This design comes from an exercise in tuning for small area on the open sky130 flow, not from production work. RTL that was checked went through simulation tests only; none was proved equivalent to the original. The clock input has no modelled driver; a real chip could not lean on it and would need a root buffer or a full tree. Power is estimated from default activity; no workload was simulated.

## pwm_hw
module pwm_hw(
input clk,                    
input reset,                  
input red,                    
input green,                  
input blue,                   
output [19:0] Red_High_HW,    
output [19:0] Red_Low_HW,     
output [19:0] Green_High_HW,  
output [19:0] Green_Low_HW,   
output [19:0] Blue_High_HW,   
output [19:0] Blue_Low_HW     
             );
HW_PWM Red  (.clk(clk), .reset(reset), .Colour_input(red),   .High_Count(Red_High_HW),   .Low_Count(Red_Low_HW));
HW_PWM Green(.clk(clk), .reset(reset), .Colour_input(green), .High_Count(Green_High_HW), .Low_Count(Green_Low_HW));
HW_PWM Blue (.clk(clk), .reset(reset), .Colour_input(blue),  .High_Count(Blue_High_HW),  .Low_Count(Blue_Low_HW));
endmodule
Settings: LEC_CHECK=0, CAP_MARGIN=20, CORE_MARGIN=2, CORE_UTILIZATION=40, GPL_TIMING_DRIVEN=0, PLACE_DENSITY=0.6, SLEW_MARGIN=20; clock period 2.0 ns.
standard.sh (not shown) runs the stock make flow with config.mk's settings and CLKGATE_MAP_FILE= SYNTH_SCRIPT=/design/flow/synth_recipe.tcl, a recipe that flattens the netlist after the stock synthesis.
==> flow/flow/run.sh <==
#!/bin/bash
# Own layout flow: the standard ORFS flow with three changes:
#  - synthesis maps the logic with an area-oriented ABC script (flow/area.abc);
#    everything else in synthesis, including flip-flop mapping, is the standard flow's own
#    synth_recipe.tcl unchanged;
#  - the port buffers are the smallest buffer cell;
#  - the clock tree is built by hand from inverters (flow/cts_hook.tcl).
# Each tool's output goes to flow_make.log here; ORFS keeps per-step logs in orfs/logs.
set -euo pipefail
W="$(cd "$(dirname "$0")/.." && pwd)"
cd "$W"
{
  echo "proc abc {args} {"
  echo "  set i [lsearch -exact \$args -script]"
  echo "  if {\$i >= 0} { lset args [expr {\$i + 1}] $W/flow/area.abc }"
  echo "  yosys abc {*}\$args"
  echo "}"
  cat synth_recipe.tcl
} > area_synth.tcl
bash standard.sh finish \
  "SYNTH_SCRIPT=$W/area_synth.tcl" \
  "ADDER_MAP_FILE=" \
  "BUFFER_PORTS_ARGS=-buffer_cell sky130_fd_sc_hd__buf_1" \
  "RECOVER_POWER=100" \
  "PRE_CTS_TCL=$W/flow/cts_hook.tcl" \
  > flow_make.log 2>&1
==> flow/flow/area.abc <==
strash
&get -n
&fraig -x
&put
strash
&get -n
&dch -f
&nf -R 1000
&put
Other scripts of this flow, unchanged in this note and not shown: flow/flow/cts_hook.tcl, flow/flow/manual_cts.tcl
Edit:
--- a/flow/config.mk
+++ b/flow/config.mk
@@ -12,2 +12,3 @@
 export PLACE_DENSITY = 0.6
+export SETUP_SLACK_MARGIN = -0.1
 export SLEW_MARGIN = 20
Outcome: Final cell count fell by about 0.37%; design area came out lower by 0.47%; sequential cell count is unchanged; synthesized area is unchanged; global-route usage is about the same; die area does not change; sequential share of layout area rose by 0.12 points; power barely changes; worst hold slack gains 0.014 ns; wire length barely changes; setup slack gets worse by 0.063 ns.
Edit:
--- a/flow/flow/run.sh
+++ b/flow/flow/run.sh
@@ -15,3 +15,3 @@
   echo "  if {\$i >= 0} { lset args [expr {\$i + 1}] $W/flow/area.abc }"
-  echo "  yosys abc {*}\$args"
+  echo "  yosys abc {*}\$args -dont_use sky130_fd_sc_hd__nor4_*"
   echo "}"
==> flow/flow/area.abc (replaced) <==
strash
&get -n
&fraig -x
&put
strash
&get -n
&dch -f
&nf -R 1000
&put
strash
&get -n
&dch -f
&nf -R 1000
&put
strash
&get -n
&dch -f
&nf -R 1000
&put
strash
&get -n
&dch -f
&nf -R 1000
&put
strash
&get -n
&dch -f
&nf -R 1000
&put
strash
&get -n
&dch -f
&nf -R 1000
&put
strash
&get -n
&dch -f
&nf -R 1000
&put
strash
&get -n
&dch -f
&nf -R 1000
&put
The new run finished with setup timing left; synthesized area falls slightly; cell count is higher by a few percent; cell area rises by a few percent.
Edit:
--- a/flow/flow/run.sh
+++ b/flow/flow/run.sh
@@ -15,3 +15,3 @@
   echo "  if {\$i >= 0} { lset args [expr {\$i + 1}] $W/flow/area.abc }"
-  echo "  yosys abc {*}\$args -dont_use sky130_fd_sc_hd__nor4_*"
+  echo "  yosys abc {*}\$args -dont_use sky130_fd_sc_hd__nor4_* -dont_use sky130_fd_sc_hd__or4_* -dont_use sky130_fd_sc_hd__nor4b_* -dont_use sky130_fd_sc_hd__or4b_*"
   echo "}"
==> flow/flow/area.abc (replaced) <==
strash
&get -n
&fraig -x
&put
strash
&get -n
&dch -f
&nf -R 1000
&put
Outcome: The changed run passed the timing, DRC and antenna checks. Cell area went down by about 5%. Routed wire length went down by about 2.2%. Clock power is about the same.
Edit:
--- a/flow/flow/run.sh
+++ b/flow/flow/run.sh
@@ -15,3 +15,3 @@
   echo "  if {\$i >= 0} { lset args [expr {\$i + 1}] $W/flow/area.abc }"
-  echo "  yosys abc {*}\$args -dont_use sky130_fd_sc_hd__nor4_* -dont_use sky130_fd_sc_hd__or4_* -dont_use sky130_fd_sc_hd__nor4b_* -dont_use sky130_fd_sc_hd__or4b_*"
+  echo "  yosys abc {*}\$args -dont_use sky130_fd_sc_hd__nor4_*"
   echo "}"
--- a/flow/config.mk
+++ b/flow/config.mk
@@ -9,6 +9,6 @@
 export CORE_MARGIN = 2
-export CORE_UTILIZATION = 40
+export CORE_UTILIZATION = 50
 export GPL_TIMING_DRIVEN = 0
-export PLACE_DENSITY = 0.6
-export SETUP_SLACK_MARGIN = -0.1
+export PLACE_DENSITY = 0.65
+export SETUP_SLACK_MARGIN = -0.08
 export SLEW_MARGIN = 20
Total power fell slightly.
Wire length fell by a few percent.
Core utilization rose by 11 points.
Register-to-register slack hardly moves.
Clock power barely changes.
Area after synthesis stays the same.
Combinational power rose by a few percent.
No run of this note takes its clock network from TritonCTS; it comes from the design's own scripts or RTL.

* * *

== run A ==
Starting RTL as in the previous note.
export LEC_CHECK = 0
export CAP_MARGIN = 20
export CORE_MARGIN = 2
export CORE_UTILIZATION = 40
export GPL_TIMING_DRIVEN = 0
export PLACE_DENSITY = 0.6
export SLEW_MARGIN = 20
create_clock -name core_clock -period 2.0 [get_ports {clk}]
==> flow/flow/run.sh <==
#!/bin/bash
# Own layout flow: the standard ORFS flow with three changes:
#  - synthesis maps the logic with an area-oriented ABC script (flow/area.abc);
#    everything else in synthesis, including flip-flop mapping, is the standard flow's own
#    synth_recipe.tcl unchanged;
#  - the port buffers are the smallest buffer cell;
#  - the clock tree is built by hand from inverters (flow/cts_hook.tcl).
# Each tool's output goes to flow_make.log here; ORFS keeps per-step logs in orfs/logs.
set -euo pipefail
W="$(cd "$(dirname "$0")/.." && pwd)"
cd "$W"
{
  echo "proc abc {args} {"
  echo "  set i [lsearch -exact \$args -script]"
  echo "  if {\$i >= 0} { lset args [expr {\$i + 1}] $W/flow/area.abc }"
  echo "  yosys abc {*}\$args"
  echo "}"
  cat synth_recipe.tcl
} > area_synth.tcl
bash standard.sh finish \
  "SYNTH_SCRIPT=$W/area_synth.tcl" \
  "ADDER_MAP_FILE=" \
  "BUFFER_PORTS_ARGS=-buffer_cell sky130_fd_sc_hd__buf_1" \
  "PRE_CTS_TCL=$W/flow/cts_hook.tcl" \
  > flow_make.log 2>&1
==> flow/flow/area.abc <==
strash
&get -n
&fraig -x
&put
strash
&get -n
&dch -f
&nf -R 1000
&put
Other scripts of this flow, unchanged in this note and not shown: flow/flow/cts_hook.tcl, flow/flow/manual_cts.tcl
Run A has completed all stages; timing, DRC and antenna checks passed.
Setup changes, run A to run B
Settings: swapping 20 for 0 in SLEW_MARGIN; swapping 20 for 0 in CAP_MARGIN; swapping 0.6 for 0.8 in PLACE_DENSITY; swapping 40 for 65 in CORE_UTILIZATION.
==> comparison <==
Looking at the reports, run B completed the entire flow and the layout it produced met the timing, DRC and antenna checks.
Sequential share of layout area, run A and run B, higher one = run B.
Delta(share of layout cells above drive strength 1, run B - run A) < 0
A origin of the worst setup path of Red.Count[1]$_DFF_P_ is what run A shows, while Red.Count[2]$_DFF_P_ belongs to run B.
[compare] base=run A new=run B: routed wirelength normalized by instance count picked up an extra 2.4%; post-route clock period utilization picked up an extra 0.98 points.
Run B ends up with a worst setup slack that is 0.020 ns lower than in run A.
The utilization of run B exceeds that of run A by 29 points.
Post-placement worst setup slack, run A and run B: lower on run B
## Diff of input files: run C against run B
Settings: a change of PLACE_DENSITY from 0.8 to 0.6; a change of CORE_UTILIZATION from 65 to 40.
### Flow results
- Going from run B to run C, the via count was found to have gone down by about 0.5%.
- Source of the critical timing path: Red.Count[2]$_DFF_P_ -> run B, Red.Count[3]$_DFF_P_ -> run C
- Diff run B -> run C: register fraction of the total cell area saw a decrease, pre-CTS setup slack saw an increase, power per cell area saw a decrease, final cycle utilization of the critical path saw a decrease, layout net count saw an increase.
- Number of multi-input combinational cells in the layout ended up about 0.32% lower on run C than on run B.
Changes in run D relative to run C:
Settings: swapping 0 for 20 in CAP_MARGIN; putting SETUP_SLACK_MARGIN at -0.1 where nothing was set; swapping 0 for 20 in SLEW_MARGIN.
-- flow/flow/run.sh --
<<< run C, line 16
  echo "  yosys abc {*}\$args"
>>> run D, line 16
  echo "  yosys abc {*}\$args -dont_use sky130_fd_sc_hd__nor4_*"
<<< run C, line 23
  "BUFFER_PORTS_ARGS=-buffer_cell sky130_fd_sc_hd__buf_1" \
>>> run D, line 23
  "BUFFER_PORTS_ARGS=-outputs -buffer_cell sky130_fd_sc_hd__buf_1" \
  "PRE_GLOBAL_PLACE_TCL=$W/flow/place_hook.tcl" \
  "RECOVER_POWER=100" \
==> flow/flow/place_hook.tcl (new file) <==
# PRE_GLOBAL_PLACE_TCL hook: buffer the input ports with buf_2 here; ORFS's own
# buffer_ports call that follows buffers the output ports (BUFFER_PORTS_ARGS).
buffer_ports -inputs -buffer_cell sky130_fd_sc_hd__buf_2
[summary]
Run C and run D ended up with roughly the same internal power contribution.
Summary of run D over run C: hold slack comparable; clock latency reported for the late side of the worst-skew pair about even; total power after layout fell by 0.89%; fraction of the mapped netlist area in simple logic gates went up.
Between run D and run C, the post-synthesis instance area figures differ only marginally.
Clock share of power, run C and run D: larger value in run C
The minimum clock period after layout in run D was higher than what run C gave.
What run E does differently from run D at the input level:
-- flow/flow/run.sh --
<<< run D, line 23
  "BUFFER_PORTS_ARGS=-outputs -buffer_cell sky130_fd_sc_hd__buf_1" \
  "PRE_GLOBAL_PLACE_TCL=$W/flow/place_hook.tcl" \
>>> run E, line 23
  "BUFFER_PORTS_ARGS=-buffer_cell sky130_fd_sc_hd__buf_1" \
-- flow/flow/area.abc --
<<< run D, line 10
>>> run E, line 10
strash
&get -n
&dch -f
&nf -R 1000
&put
strash
&get -n
&dch -f
&nf -R 1000
&put
strash
&get -n
&dch -f
&nf -R 1000
&put
strash
&get -n
&dch -f
&nf -R 1000
&put
removed: flow/flow/place_hook.tcl
--- outcome ---
Although it ran to completion, run E produced a layout that fails the final checks because of setup timing. Going from run D to run E, the post-cts resize count was found to have gone up by 24. Run E ends up with a area taken by flip-flops and latches that is about 0.6% higher than in run D. Register-to-register path setup slack (run E over run D): decrease, 0.39 ns. Looking at overall die width across run E and run D, the one that comes out lower is run E. Detailed route, run E vs run D: via total higher for run E. Run E vs run D — wire length climbed by more than 10%. Going from run D to run E, slack of the critical path dropped 0.39 ns, met3 layer wire length in the routed design shrank by 72 microns, layout-stage area growth over the synthesis result saw an increase.
No run of this note takes its clock network from TritonCTS; it comes from the design's own scripts or RTL.

* * *

pwm_hw, a different RTL version from the one above (not shown whole).
Size: about 700 cells after synthesis, about 180 flip-flops, roughly 130 I/O pins, roughly 7200 um2 of cells after synthesis.
==> flow/config.mk <==
export PLATFORM = sky130hd
export DESIGN_NAME = pwm_hw
export DESIGN_NICKNAME = pwm_hw
export VERILOG_FILES = /design/flow/design.v
export SDC_FILE = /design/flow/constraint.sdc
export NUM_CORES = 4
export LEC_CHECK = 0
export CAP_MARGIN = 20
export CORE_MARGIN = 2
export CORE_UTILIZATION = 40
export PLACE_DENSITY = 0.6
export SLEW_MARGIN = 20
==> flow/constraint.sdc <==
create_clock -name core_clock -period 2.0 [get_ports {clk}]
set_input_delay 0.4000 -clock core_clock [delete_from_list [all_inputs] [get_ports {clk}]]
set_output_delay 0.4000 -clock core_clock [all_outputs]
set_load 0.01 [all_outputs]
==> flow/flow/run.sh <==
#!/bin/bash
# Own layout flow: the standard ORFS flow, with the port buffers made as
# the smallest buffer and clock tree synthesis without dummy load cells.
set -euo pipefail
cd "$(dirname "$0")/.."
bash standard.sh finish \
  "BUFFER_PORTS_ARGS=-buffer_cell sky130_fd_sc_hd__buf_1" \
  "CTS_ARGS=-sink_clustering_enable -repair_clock_nets -dont_use_dummy_load" \
  > flow_make.log 2>&1
The first run passed the timing, DRC and antenna checks.
Then changed:
==> flow/flow/run.sh (replaced) <==
#!/bin/bash
# Own layout flow: the standard ORFS flow with three changes:
#  - synthesis maps the logic with an area-oriented ABC script (flow/area.abc);
#    everything else in synthesis, including flip-flop mapping, is the standard flow's own
#    synth_recipe.tcl unchanged;
#  - the port buffers are the smallest buffer cell;
#  - clock tree synthesis uses small clock buffers and no dummy load cells.
# Each tool's output goes to flow_make.log here; ORFS keeps per-step logs in orfs/logs.
set -euo pipefail
W="$(cd "$(dirname "$0")/.." && pwd)"
cd "$W"
{
  echo "proc abc {args} {"
  echo "  set i [lsearch -exact \$args -script]"
  echo "  if {\$i >= 0} { lset args [expr {\$i + 1}] $W/flow/area.abc }"
  echo "  yosys abc {*}\$args"
  echo "}"
  cat synth_recipe.tcl
} > area_synth.tcl
bash standard.sh finish \
  "SYNTH_SCRIPT=$W/area_synth.tcl" \
  "BUFFER_PORTS_ARGS=-buffer_cell sky130_fd_sc_hd__buf_1" \
  "CTS_ARGS=-sink_clustering_enable -repair_clock_nets -dont_use_dummy_load -buf_list {sky130_fd_sc_hd__clkbuf_8} -root_buf sky130_fd_sc_hd__clkbuf_8 -sink_clustering_size 20" \
  > flow_make.log 2>&1
==> flow/flow/area.abc (new file) <==
strash
&get -n
&fraig -x
&put
strash
&get -n
&dch -f
&nf -R 1000
&put
Settings changed: GPL_TIMING_DRIVEN set to 0.
Result:
- The new run went through all stages and came out clean
- total power drops by 14%
- cell count is lower by 17%
- sequential power barely changes
- wire length came out lower by 4.4%
- maximum frequency is about the same
Then changed:
--- a/flow/flow/run.sh
+++ b/flow/flow/run.sh
@@ -22,3 +22,3 @@
   "BUFFER_PORTS_ARGS=-buffer_cell sky130_fd_sc_hd__buf_1" \
-  "CTS_ARGS=-sink_clustering_enable -repair_clock_nets -dont_use_dummy_load -buf_list {sky130_fd_sc_hd__clkbuf_8} -root_buf sky130_fd_sc_hd__clkbuf_8 -sink_clustering_size 20" \
+  "CTS_ARGS=-sink_clustering_enable -repair_clock_nets -dont_use_dummy_load -buf_list {sky130_fd_sc_hd__clkbuf_8} -root_buf sky130_fd_sc_hd__clkbuf_16" \
   > flow_make.log 2>&1
==> flow/flow/area.abc (replaced) <==
strash
&get -n
&fraig -x
&syn2
&dch -f
&nf -R 1000
&put
The changed run finished with timing, DRC and antenna clean.
Via count rises by roughly a tenth.
Worst setup slack got worse by 68 ps.
Power rises by roughly a tenth.
Design area rises by a few percent.
Count of clock-buffer cells in the layout is unchanged.
Routed wire length rises slightly.
First-iteration DRC count rises by well over a third.
Synthesized area rises by a few percent.
Die area rises by a few percent.
Sequential power rises by a few percent.
Maximum frequency falls by a few percent.
Function was not checked in any run of this note: the RTL went through the layout flow alone.

* * *

== ember ==
RTL: one of the versions met above, not the one the previous note started from.
Size: ~500 cells after synthesis, about 180 flip-flops, ~130 I/O pins, roughly 5800 sq um of cells after synthesis.
## pwm_hw
module pwm_hw(
input clk,                    
input reset,                  
input red,                    
input green,                  
input blue,                   
output [19:0] Red_High_HW,    
output [19:0] Red_Low_HW,     
output [19:0] Green_High_HW,  
output [19:0] Green_Low_HW,   
output [19:0] Blue_High_HW,   
output [19:0] Blue_Low_HW     
             );
export LEC_CHECK = 0
export CAP_MARGIN = 20
export CORE_MARGIN = 2
export CORE_UTILIZATION = 55
export GPL_TIMING_DRIVEN = 0
export PLACE_DENSITY = 0.7000000000000001
export SETUP_SLACK_MARGIN = -0.05
export SLEW_MARGIN = 20
create_clock -name core_clock -period 2.0 [get_ports {clk}]
==> flow/flow/run.sh <==
#!/bin/bash
# Own layout flow: the standard ORFS flow (standard.sh) with these changes:
#  - synthesis: the standard flow's synth_recipe.tcl (ORFS synthesis, flip-flop mapping,
#    flatten and renames unchanged), except that the logic is mapped by ABC
#    with the area-oriented script flow/area.abc and without the slow nor4
#    cells, and ORFS's half/full-adder extraction is off (ADDER_MAP_FILE=);
#  - the port buffers are the smallest buffer cell (buf_1);
#  - the clock tree is built by hand from inverters (flow/cts_hook.tcl);
#  - the global-route stage recovers area on non-critical gates
#    (RECOVER_POWER), and timing repair stops at the margin in config.mk.
# make's output goes to flow_make.log here; ORFS writes each step's tool log
# under orfs/logs.
set -euo pipefail
W="$(cd "$(dirname "$0")/.." && pwd)"
cd "$W"
{
  echo "proc abc {args} {"
  echo "  set i [lsearch -exact \$args -script]"
  echo "  if {\$i >= 0} { lset args [expr {\$i + 1}] $W/flow/area.abc }"
  echo "  yosys abc {*}\$args -dont_use sky130_fd_sc_hd__nor4_*"
  echo "}"
  cat synth_recipe.tcl
} > area_synth.tcl
bash standard.sh finish \
  "SYNTH_SCRIPT=$W/area_synth.tcl" \
  "ADDER_MAP_FILE=" \
  "BUFFER_PORTS_ARGS=-buffer_cell sky130_fd_sc_hd__buf_1" \
  "RECOVER_POWER=100" \
  "PRE_CTS_TCL=$W/flow/cts_hook.tcl" \
  > flow_make.log 2>&1
==> flow/flow/area.abc <==
strash
&get -n
&fraig -x
&put
strash
dch -f
&get -n
&nf -R 1000
&put
==> flow/flow/manual_cts.tcl <==
# Manual clock tree: the clock net's sinks (the flip-flops) are split into
# balanced clusters by recursive bisection of their placement; each cluster gets
# a leaf driver at its centroid. The leaves are fed through one root driver at
# the leaves' centroid (or from the clock net directly if MCTS_ROOT is empty).
# Detailed placement afterwards legalises the new cells.
# Env: MCTS_NET (clock net), MCTS_LEAVES (count), MCTS_LEAF (cell),
# MCTS_ROOT (cell or empty).
proc mcts_split {pins n} {
  if {$n <= 1} { return [list $pins] }
  set xs {}; set ys {}
  foreach p $pins { lappend xs [lindex $p 1]; lappend ys [lindex $p 2] }
  set dx [expr {[tcl::mathfunc::max {*}$xs] - [tcl::mathfunc::min {*}$xs]}]
  set dy [expr {[tcl::mathfunc::max {*}$ys] - [tcl::mathfunc::min {*}$ys]}]
  set idx [expr {$dx >= $dy ? 1 : 2}]
  set sorted [lsort -real -index $idx $pins]
  set n1 [expr {$n / 2}]
  set k [expr {round(double([llength $pins]) * $n1 / $n)}]
  return [concat [mcts_split [lrange $sorted 0 [expr {$k - 1}]] $n1] \
                 [mcts_split [lrange $sorted $k end] [expr {$n - $n1}]]]
}
proc mcts_build {} {
  set db [ord::get_db]
  set block [ord::get_db_block]
  set clknet [$block findNet $::env(MCTS_NET)]
  set pins {}
  foreach it [$clknet getITerms] {
    set inst [$it getInst]
    set bb [$inst getBBox]
    lappend pins [list $it [expr {([$bb xMin] + [$bb xMax]) / 2.0}] [expr {([$bb yMin] + [$bb yMax]) / 2.0}]]
  }
  set nleaf $::env(MCTS_LEAVES)
  set clusters [mcts_split $pins $nleaf]
  set leafm [$db findMaster $::env(MCTS_LEAF)]
  set rootnet $clknet
  if {$::env(MCTS_ROOT) ne ""} {
    set rootm [$db findMaster $::env(MCTS_ROOT)]
    set root [odb::dbInst_create $block $rootm mcts_root]
    set rootnet [odb::dbNet_create $block mcts_clk_root]
    $rootnet setSigType CLOCK
    [$root findITerm A] connect $clknet
    [$root findITerm [expr {[$root findITerm X] ne "NULL" ? "X" : "Y"}]] connect $rootnet
  }
  set i 0; set sx 0; set sy 0
  foreach c $clusters {
    set net [odb::dbNet_create $block mcts_clk_$i]
    $net setSigType CLOCK
    set inst [odb::dbInst_create $block $leafm mcts_leaf_$i]
    set cx 0; set cy 0
    foreach p $c {
      set it [lindex $p 0]
      $it disconnect
      $it connect $net
      set cx [expr {$cx + [lindex $p 1]}]; set cy [expr {$cy + [lindex $p 2]}]
    }
    set cx [expr {int($cx / [llength $c])}]; set cy [expr {int($cy / [llength $c])}]
    $inst setLocation $cx $cy
    $inst setPlacementStatus PLACED
    [$inst findITerm A] connect $rootnet
    set out [$inst findITerm X]
    if {$out eq "NULL"} { set out [$inst findITerm Y] }
    $out connect $net
    puts "mcts leaf $i: [llength $c] sinks at $cx $cy"
    set sx [expr {$sx + $cx}]; set sy [expr {$sy + $cy}]
    incr i
  }
  if {$::env(MCTS_ROOT) ne ""} {
    $root setLocation [expr {int($sx / $i)}] [expr {int($sy / $i)}]
    $root setPlacementStatus PLACED
  }
}
Other scripts of this flow, unchanged in this note and not shown: flow/flow/cts_hook.tcl
--- input diff ember..pepper ---
==> flow/flow/run.sh <==
#!/bin/bash
# Own layout flow: the standard ORFS flow with three changes:
#  - synthesis maps the logic with an area-oriented ABC script (flow/area.abc);
#    everything else in synthesis, including flip-flop mapping, is the standard flow's own
#    synth_recipe.tcl unchanged;
#  - the port buffers are the smallest buffer cell;
#  - the clock tree is built by hand from inverters (flow/cts_hook.tcl).
# Each tool's output goes to flow_make.log here; ORFS keeps per-step logs in orfs/logs.
set -euo pipefail
W="$(cd "$(dirname "$0")/.." && pwd)"
cd "$W"
{
  echo "proc abc {args} {"
  echo "  set i [lsearch -exact \$args -script]"
  echo "  if {\$i >= 0} { lset args [expr {\$i + 1}] $W/flow/area.abc }"
  echo "  yosys abc {*}\$args -dont_use sky130_fd_sc_hd__nor4_*"
  echo "}"
  cat synth_recipe.tcl
} > area_synth.tcl
bash standard.sh finish \
  "SYNTH_SCRIPT=$W/area_synth.tcl" \
  "ADDER_MAP_FILE=" \
  "BUFFER_PORTS_ARGS=-buffer_cell sky130_fd_sc_hd__buf_1" \
  "RECOVER_POWER=100" \
  "PRE_CTS_TCL=$W/flow/cts_hook.tcl" \
  > flow_make.log 2>&1
==> flow/flow/area.abc <==
strash
&get -n
&fraig -x
&put
strash
&get -n
&dch -f
&nf -R 1000
&put
diff --git a/flow/flow/manual_cts.tcl b/flow/flow/manual_cts.tcl
--- a/flow/flow/manual_cts.tcl
+++ b/flow/flow/manual_cts.tcl
@@ -1,7 +0,0 @@
-# Manual clock tree: the clock net's sinks (the flip-flops) are split into
-# balanced clusters by recursive bisection of their placement; each cluster gets
-# a leaf driver at its centroid. The leaves are fed through one root driver at
-# the leaves' centroid (or from the clock net directly if MCTS_ROOT is empty).
-# Detailed placement afterwards legalises the new cells.
-# Env: MCTS_NET (clock net), MCTS_LEAVES (count), MCTS_LEAF (cell),
-# MCTS_ROOT (cell or empty).
diff --git a/flow/config.mk b/flow/config.mk
--- a/flow/config.mk
+++ b/flow/config.mk
@@ -10 +10 @@
-export CORE_UTILIZATION = 55
+export CORE_UTILIZATION = 40
@@ -12,2 +12,2 @@
-export PLACE_DENSITY = 0.7000000000000001
-export SETUP_SLACK_MARGIN = -0.05
+export PLACE_DENSITY = 0.6
+export SETUP_SLACK_MARGIN = -0.1
Findings:
Routed via count divided by cell count in pepper is 4.0% below ember. Summary — delay of the slowest critical-path stage, pepper relative to ember: higher, by 70 ps. met3 track utilization from global routing came out lower on pepper than on ember. The run showing the smaller logic gate share of total power is pepper. Achievable frequency: ember vs pepper, no meaningful difference. The lower final routed wire length divided by cell count of ember and pepper is in ember. From ember to pepper, number of enable-type register cells in the synthesized netlist did not move at all. pepper against ember: layout filler cell count +452; area after detailed placement +0.97%; routed wire length on met3 +3.7%.
Relative to pepper, the following input files were edited for xenon:
diff --git a/flow/config.mk b/flow/config.mk
--- a/flow/config.mk
+++ b/flow/config.mk
@@ -10 +10 @@
-export CORE_UTILIZATION = 40
+export CORE_UTILIZATION = 55
@@ -12,2 +12,2 @@
-export PLACE_DENSITY = 0.6
-export SETUP_SLACK_MARGIN = -0.1
+export PLACE_DENSITY = 0.7000000000000001
+export SETUP_SLACK_MARGIN = -0.05
Findings:
xenon reached the final stage; the timing, DRC and antenna checks on its layout passed.
pepper | status: complete | timing, DRC, antenna: pass
When xenon is measured against pepper, its worst setup slack turns out 48 ps higher.
Status: register area parity (xenon, pepper)
Total met2 wirelength after detailed routing in xenon vs pepper: down 4.7%
xenon against pepper: final-layout worst hold slack lost 15 ps; detail-routed via count per cell picked up an extra about 5%; total nets after synthesis neither gained nor lost much.
No run of this note takes its clock network from TritonCTS; it comes from the design's own scripts or RTL.

==> what the ideal ports hide <==
The flow's constraints put no driver on any port. The routed layouts listed below were extracted and timed again, unchanged, in two steps. Step 1, drivers: a clkbuf_16 drives clk and a buf_2 each remaining input, both assumed. Step 2 moves the port delays by t, midway between the first and last clock arrival at a register: inputs arrive t later, outputs are due t later. That takes back most of the time a late clock gives input paths. a / b / c = no drivers / after step 1 / after step 2; a / b = the first two.
run	shift t [ns]	setup slack, ns	hold slack, ns	worst slew at a driven data input, ns
the first run of note 1	0.287	0.132 / 0.132 / -0.072	0.379 / 0.371 / 0.480	0.06
the second run of note 1	0.286	0.069 / 0.069 / -0.152	0.393 / 0.385 / 0.485	0.06
the third run of note 1	0.283	-0.346 / -0.346 / -0.455	0.414 / 0.402 / 0.486	0.05
the fourth run of note 1	0.293	0.075 / 0.075 / -0.156	0.406 / 0.388 / 0.488	0.06
the fifth run of note 1	0.289	0.060 / 0.060 / -0.135	0.430 / 0.405 / 0.482	0.05
run A	0.286	0.131 / 0.131 / -0.035	0.419 / 0.413 / 0.485	0.06
run B	0.278	0.111 / 0.111 / -0.116	0.408 / 0.398 / 0.472	0.05
run C	0.291	0.115 / 0.114 / -0.124	0.418 / 0.412 / 0.484	0.06
run D	0.288	0.060 / 0.060 / -0.226	0.418 / 0.400 / 0.484	0.07
run E	0.286	-0.332 / -0.332 / -0.332	0.483 / 0.468 / 0.488	0.06
the first run of note 3	0.456	0.164 / 0.164 / 0.164	0.258 / 0.247 / 0.493	0.05
the second run of note 3	0.478	0.166 / 0.166 / -0.143	0.236 / 0.241 / 0.478	0.05
the third run of note 3	0.416	0.099 / 0.099 / -0.066	0.306 / 0.286 / 0.471	0.03
ember	0.284	0.079 / 0.086 / -0.198	0.428 / 0.411 / 0.486	0.05
pepper	0.293	0.075 / 0.075 / -0.156	0.406 / 0.388 / 0.488	0.06
xenon	0.278	0.123 / 0.123 / -0.133	0.391 / 0.378 / 0.483	0.05
Met with ideal ports but missed after step 2: setup timing in 13 of these runs. For the second run of note 3, which loses most, drivers alone change the setup slack by 0.000 ns; drivers and shift together by -0.309 ns.
